What follows belongs to an exercise in optimizing a design on an open flow for small area, a short achievable clock period and few clock cycles per item; a production flow would make more cautious choices.
Where RTL was checked, it was by simulation tests only, not by an equivalence proof against the original.

Design milestone1, start of the top module:
module milestone1 (
    input  logic        CLOCK_50_I,
    input  logic        resetn,
    input  logic        M1_start,
    input  logic [15:0] SRAM_read_data,
    output logic [15:0] SRAM_write_data,
    output logic [17:0] SRAM_address,
    output logic        SRAM_we_n,
    output logic        M1_done
);
localparam logic [17:0] U_BASE   = 18'd38400;
localparam logic [17:0] V_BASE   = 18'd57600;
localparam logic [17:0] RGB_BASE = 18'd146944;
logic        run;          
logic        pro_n;        
logic [2:0]  pro;          
logic        first;        
logic [4:0]  ph;           
logic [7:0]  jc;           
logic [14:0] cw;           
logic [15:0] yc;           
logic [17:0] wa;           
wire odd_slot = jc[0];
logic [15:0] uw0, uw1, uw2, uw3;    
logic [15:0] vw0, vw1, vw2, vw3;    
logic [15:0] yw;                    
always_ff @(posedge CLOCK_50_I) begin
    if (run && ph[2]) begin
        if (odd_slot) begin
            uw0 <= uw1; uw1 <= uw2; uw2 <= uw3; uw3 <= SRAM_read_data;
        end else begin
            vw0 <= vw1; vw1 <= vw2; vw2 <= vw3; vw3 <= SRAM_read_data;
        end
    end
  ...
Size in the first run: roughly 310 flip-flops, ~55 I/O pins, ~0.024 sq mm of cells after synthesis.
==> flow/config.mk <==
export PLATFORM = sky130hd
export DESIGN_NAME = milestone1
export DESIGN_NICKNAME = milestone1
export VERILOG_FILES = /design/flow/design.v
export SDC_FILE = /design/flow/constraint.sdc
export NUM_CORES = 4
export LEC_CHECK = 0
export CAP_MARGIN = 20
export CORE_MARGIN = 2
export CORE_UTILIZATION = 40
export SETUP_SLACK_MARGIN = 4.5
export SLEW_MARGIN = 20
==> flow/constraint.sdc <==
create_clock -name core_clock -period 10.5 [get_ports {CLOCK_50_I}]
set_input_delay 2.1000 -clock core_clock [delete_from_list [all_inputs] [get_ports {CLOCK_50_I}]]
set_output_delay 2.1000 -clock core_clock [all_outputs]
set_load 0.01 [all_outputs]
run.sh (not shown) runs the stock make flow with config.mk's settings and CLKGATE_MAP_FILE= SYNTH_SCRIPT=/design/flow/synth_recipe.tcl, a recipe that flattens the netlist after the stock synthesis.
Edit:
Settings changed: SETUP_SLACK_MARGIN 4.5 to default.
After rerunning: Global-route usage shrinks by 0.70 points. Fmax came out lower by 19%. Routed wire length shrinks by about 3%.
No functional check of the RTL was part of any run of this note.

========
Another version of the RTL of milestone1 (not shown whole).
Size in the first run: ~2400 cells after synthesis, ~26000 um^2 of cells after synthesis.
==> flow/config.mk <==
export PLATFORM = sky130hd
export DESIGN_NAME = milestone1
export DESIGN_NICKNAME = milestone1
export VERILOG_FILES = /design/flow/design.v
export SDC_FILE = /design/flow/constraint.sdc
export NUM_CORES = 4
export LEC_CHECK = 0
export CAP_MARGIN = 20
export CORE_MARGIN = 2
export CORE_UTILIZATION = 40
export SETUP_SLACK_MARGIN = 5
export SLEW_MARGIN = 20
export SYNTH_HIERARCHICAL = 1
export SYNTH_MINIMUM_KEEP_SIZE = 0
==> flow/constraint.sdc <==
create_clock -name core_clock -period 10.5 [get_ports {CLOCK_50_I}]
set_input_delay 2.1000 -clock core_clock [delete_from_list [all_inputs] [get_ports {CLOCK_50_I}]]
set_output_delay 2.1000 -clock core_clock [all_outputs]
set_load 0.01 [all_outputs]
standard.sh (not shown) runs the stock make flow with config.mk's settings and CLKGATE_MAP_FILE= SYNTH_SCRIPT=/design/flow/synth_recipe.tcl, a recipe that flattens the netlist after the stock synthesis.
==> flow/flow/run.sh <==
#!/bin/bash
set -euo pipefail
sed 's/SETUP_SLACK_MARGIN=5 /SETUP_SLACK_MARGIN=7.5 /' standard.sh > standard_m.sh
grep -q 'SETUP_SLACK_MARGIN=7.5 ' standard_m.sh
bash standard_m.sh > standard_m.log 2>&1
Testbench counts at the start, summed over its fixed seeds: cycles 1,152,162, pixels 460,800.
Change:
==> flow/flow/run.sh (replaced) <==
#!/bin/bash
set -euo pipefail
sed 's/SETUP_SLACK_MARGIN=5 /SETUP_SLACK_MARGIN=6.5 /' standard.sh > standard_m.sh
grep -q 'SETUP_SLACK_MARGIN=6.5 ' standard_m.sh
bash standard_m.sh > standard_m.log 2>&1
Wire length falls by a few percent.
Final area decreases by a little under a tenth.
Clock skew came out higher by 13 ps.
Change:
==> flow/flow/run.sh (replaced) <==
#!/bin/bash
set -euo pipefail
sed 's/SETUP_SLACK_MARGIN=5 /SETUP_SLACK_MARGIN=9 /' standard.sh > standard_m.sh
grep -q 'SETUP_SLACK_MARGIN=9 ' standard_m.sh
bash standard_m.sh > standard_m.log 2>&1
Hold slack stays flat; critical path depth went down by 1; die area is unchanged; cell count went up by 9.3%; register-to-register slack improved by 30 ps; sequential share of layout area went down by 5.5 points.
Change:
==> flow/run.sh (new file) <==
#!/bin/bash
# synth_recipe.tcl (not shown) runs the flow's synth.tcl, then flattens the netlist and writes it again
# the make line also repeats each setting of config.mk as NAME=value (left out here)
make -C /OpenROAD-flow-scripts/flow DESIGN_CONFIG=/design/flow/config.mk WORK_HOME=/design/flow/orfs CLKGATE_MAP_FILE= SYNTH_SCRIPT=/design/flow/synth_recipe.tcl finish
removed: flow/flow/run.sh
removed: flow/standard.sh
- worst setup slack loses 550 ps
- wire length drops by 16%
- sequential share of layout area climbs by 6.0 points
- count of clock-buffer cells in the layout went up by 12
- utilization went down by 10 points
- sequential cell count does not change

========
## job 3366
Another version of the RTL of milestone1 (not shown whole).
Size: ~2500 cells after synthesis, about 55 I/O pins, roughly 27000 µm² of cells after synthesis.
Design milestone1, start of the top module:
module milestone1 (
    input  logic        CLOCK_50_I,
    input  logic        resetn,
    input  logic        M1_start,
    input  logic [15:0] SRAM_read_data,
    output logic [15:0] SRAM_write_data,
    output logic [17:0] SRAM_address,
    output logic        SRAM_we_n,
    output logic        M1_done
);
localparam logic [17:0] U_BASE   = 18'd38400;
localparam logic [17:0] V_BASE   = 18'd57600;
localparam logic [17:0] RGB_BASE = 18'd146944;
logic        run;          
logic        pro_n;        
logic        wr;           
logic [4:0]  ph;           
logic [15:0] k;            
logic [7:0]  jc;           
logic [17:0] wa;           
logic [7:0] us [0:6];
logic [7:0] vs [0:6];
always_ff @(posedge CLOCK_50_I) begin
    if (ph[1]) begin
        if (!k[0]) begin
            us[0] <= us[2]; us[1] <= us[3]; us[2] <= us[4]; us[3] <= us[5]; us[4] <= us[6];
            us[5] <= SRAM_read_data[15:8]; us[6] <= SRAM_read_data[7:0];
        end else begin
            vs[0] <= vs[2]; vs[1] <= vs[3]; vs[2] <= vs[4]; vs[3] <= vs[5]; vs[4] <= vs[6];
            vs[5] <= SRAM_read_data[15:8]; vs[6] <= SRAM_read_data[7:0];
        end
    end
end
logic use_v;                        
logic c_odd;
logic sA, sB, sC, sD, sE, sF, sG, sH, sI, sJ, sK, sL;
wire j0 = (jc == 8'd0), j1 = (jc == 8'd1), j157 = (jc == 8'd157);
wire j158 = (jc == 8'd158), j159 = (jc == 8'd159);
wire ne = !jc[0] && !j0 && !j158;
wire no = jc[0] && !j1 && !j157 && !j159;
always_ff @(posedge CLOCK_50_I) begin
    use_v <= ph[0];
    c_odd <= jc[0];
    sA <= j157 | j159 | no;
    sB <= j1 | j158 | ne;
    sC <= j0;
    sD <= jc[0];
    sE <= j158 | ne;
    sF <= !jc[0];
    sG <= j159;
    sH <= j1 | j157 | no;
    sI <= j1 | j157 | j158 | no;
    sJ <= j0 | ne;
    sK <= j157 | j158;
  ...
export LEC_CHECK = 0
export CAP_MARGIN = 20
export CORE_MARGIN = 2
export CORE_UTILIZATION = 40
export CTS_BUF_LIST = sky130_fd_sc_hd__clkbuf_16
export CTS_CLUSTER_DIAMETER = 80
export CTS_CLUSTER_SIZE = 24
export SETUP_SLACK_MARGIN = 5
export SLEW_MARGIN = 20
export SYNTH_HIERARCHICAL = 1
export SYNTH_MINIMUM_KEEP_SIZE = 0
create_clock -name core_clock -period 10.5 [get_ports {CLOCK_50_I}]
==> flow/flow/run.sh <==
#!/bin/bash
set -euo pipefail
sed 's/SETUP_SLACK_MARGIN=5 /SETUP_SLACK_MARGIN=7 /' standard.sh > standard_m.sh
grep -q 'SETUP_SLACK_MARGIN=7 ' standard_m.sh
bash standard_m.sh > standard_m.log 2>&1
Per the final summary, job 3366 finished and its layout is clean on timing, DRC and antenna.
Testbench counts of job 3366, summed over its fixed seeds: cycles 1,152,162, pixels 460,800.
### job 3366 -> job 3904
- CTS_CLUSTER_DIAMETER now 60, was 80
- CTS_CLUSTER_SIZE now 32, was 24
Findings:
Reported for job 3904 and job 3366, count of inverters not on the clock network in the layout turned out identical to the last digit.
Job 3904 against job 3366: final cell count up about 0.5%; share of cell area taken by multi-input logic gates down 0.79 points; post-synthesis to final-layout area growth up 1.3 points.
Looking only at via count of the first global-routing pass, and setting everything else aside, the higher value of job 3904 and job 3366 goes to job 3904.
Comparing job 3904 with job 3366, the count of antenna-violating nets left after detailed routing came out essentially unchanged.
Compared with job 3366, in job 3904 first-pass GRT wire length went up 0.42%.
Diff job 3366 -> job 3904: clock latency of the later-clocked register in the worst-skew pair was more or less identical, final design instance area without fill went up by 1.2%, total vias in the final route was more or less identical.
The inputs of job 8299 differ from those of job 3904 as listed below.
- CTS_BUF_LIST now sky130_fd_sc_hd__clkbuf_4 sky130_fd_sc_hd__clkbuf_8, was sky130_fd_sc_hd__clkbuf_16
- CTS_CLUSTER_SIZE no longer set, was 32
- CTS_CLUSTER_DIAMETER no longer set, was 60
Results
Clock tree buffer count of the final layout (higher): job 8299. Going from job 3904 to job 8299, aggregate routed wire length grew slightly. Job 8299 vs. job 3904: shortest clock period the worst path allows after layout went up by 0.018 ns. Any difference in total area of multi-input combinational cells between job 8299 and job 3904 is small enough to ignore.

========
== old ==
milestone1, a different RTL version from the one above (not shown whole).
Size: about 2600 cells after synthesis, about 55 I/O pins, roughly 0.028 mm^2 of cells after synthesis.
clock: 10.5 ns
lec_check: 0
cap_margin: 20
core_margin: 2
core_utilization: 40
setup_slack_margin: 5
slew_margin: 20
synth_hierarchical: 1
synth_minimum_keep_size: 0
==> flow/flow/run.sh <==
#!/bin/bash
set -euo pipefail
sed 's/SETUP_SLACK_MARGIN=5 /SETUP_SLACK_MARGIN=7.6 /' standard.sh > standard_m.sh
grep -q 'SETUP_SLACK_MARGIN=7.6 ' standard_m.sh
bash standard_m.sh > standard_m.log 2>&1
[inputs] new vs old
==> flow/flow/run.sh <==
#!/bin/bash
set -euo pipefail
sed 's/SETUP_SLACK_MARGIN=5 /SETUP_SLACK_MARGIN=7 /' standard.sh > standard_m.sh
grep -q 'SETUP_SLACK_MARGIN=7 ' standard_m.sh
bash standard_m.sh > standard_m.log 2>&1
Per the final summary, new finished and its layout is clean on timing, DRC and antenna.
Every stage of the flow completed for old, and the final layout passed the timing, DRC and antenna checks.
old vs new, cell with the largest stage delay on the worst path: sky130_fd_sc_hd__fa_2 vs sky130_fd_sc_hd__fa_1
new gives less cell count than old did.
From old to new the numbers moved as follows: setup slack after layout moved down; total number of vias -1.1%; sum of met3 wire segment lengths after detailed routing went down by 6.4%; first-pass GRT wire length went up 0.60%.
The lower number of antenna violations at the first check in global routing came out of new.
old → new: final standard cell area without fillers lost 6.1%, worst-margin pin slew decreased 0.13 ns, total number of multi-input combinational cells essentially unchanged.
No functional check of the RTL was part of any run of this note.

==> what the ideal ports hide <==
In the flow no input, the clock included, has a driving cell. The finished layouts below were timed again as built, in two steps.
Step 1 assumes that a clkbuf_16 drives the clock port and a buf_2 every other input.
Step 2 moves the port delays by t, midway between the first and last clock arrival at a register: inputs arrive t later, outputs are due t later. That takes back most of the time a late clock gives input paths.
Slacks: no drivers / after step 1 / after step 2; pairs: no drivers / after step 1.
| run | t (ns) | setup slack, ns | worst setup path at the end | latest minus earliest clock arrival (ns) | worst slew at a driven data input, ns |
|---|---|---|---|---|---|
| the first run of note 1 | 0.608 | 4.679 / 4.679 / 4.679 | register to register | 0.014 / 0.014 | 0.04 |
| the second run of note 1 | 0.591 | 3.349 / 3.349 / 3.349 | register to register | 0.011 / 0.011 | 0.11 |
| the first run of note 2 | 0.636 | 6.465 / 6.465 / 6.465 | register to register | 0.020 / 0.020 | 0.03 |
| the second run of note 2 | 0.649 | 6.431 / 6.431 / 6.431 | register to register | 0.033 / 0.033 | 0.06 |
| the third run of note 2 | 0.653 | 6.464 / 6.464 / 6.464 | register to register | 0.021 / 0.021 | 0.08 |
| the fourth run of note 2 | 0.637 | 5.914 / 5.914 / 5.914 | register to register | 0.022 / 0.022 | 0.04 |
| job 3366 | 0.669 | 6.966 / 6.966 / 6.718 | input to register | 0.029 / 0.029 | 0.08 |
| job 3904 | 0.642 | 7.009 / 7.009 / 6.732 | input to register | 0.061 / 0.062 | 0.08 |
| job 8299 | 0.742 | 6.991 / 6.991 / 6.694 | input to register | 0.067 / 0.067 | 0.08 |
| old | 0.659 | 7.104 / 7.071 / 6.981 | input to register | 0.048 / 0.047 | 0.04 |
| new | 0.655 | 6.991 / 6.991 / 6.686 | input to register | 0.022 / 0.023 | 0.03 |
After both steps setup and hold are still met in every run listed. For new, which loses most, drivers alone change the setup slack by 0.000 ns; drivers and shift together by -0.305 ns.
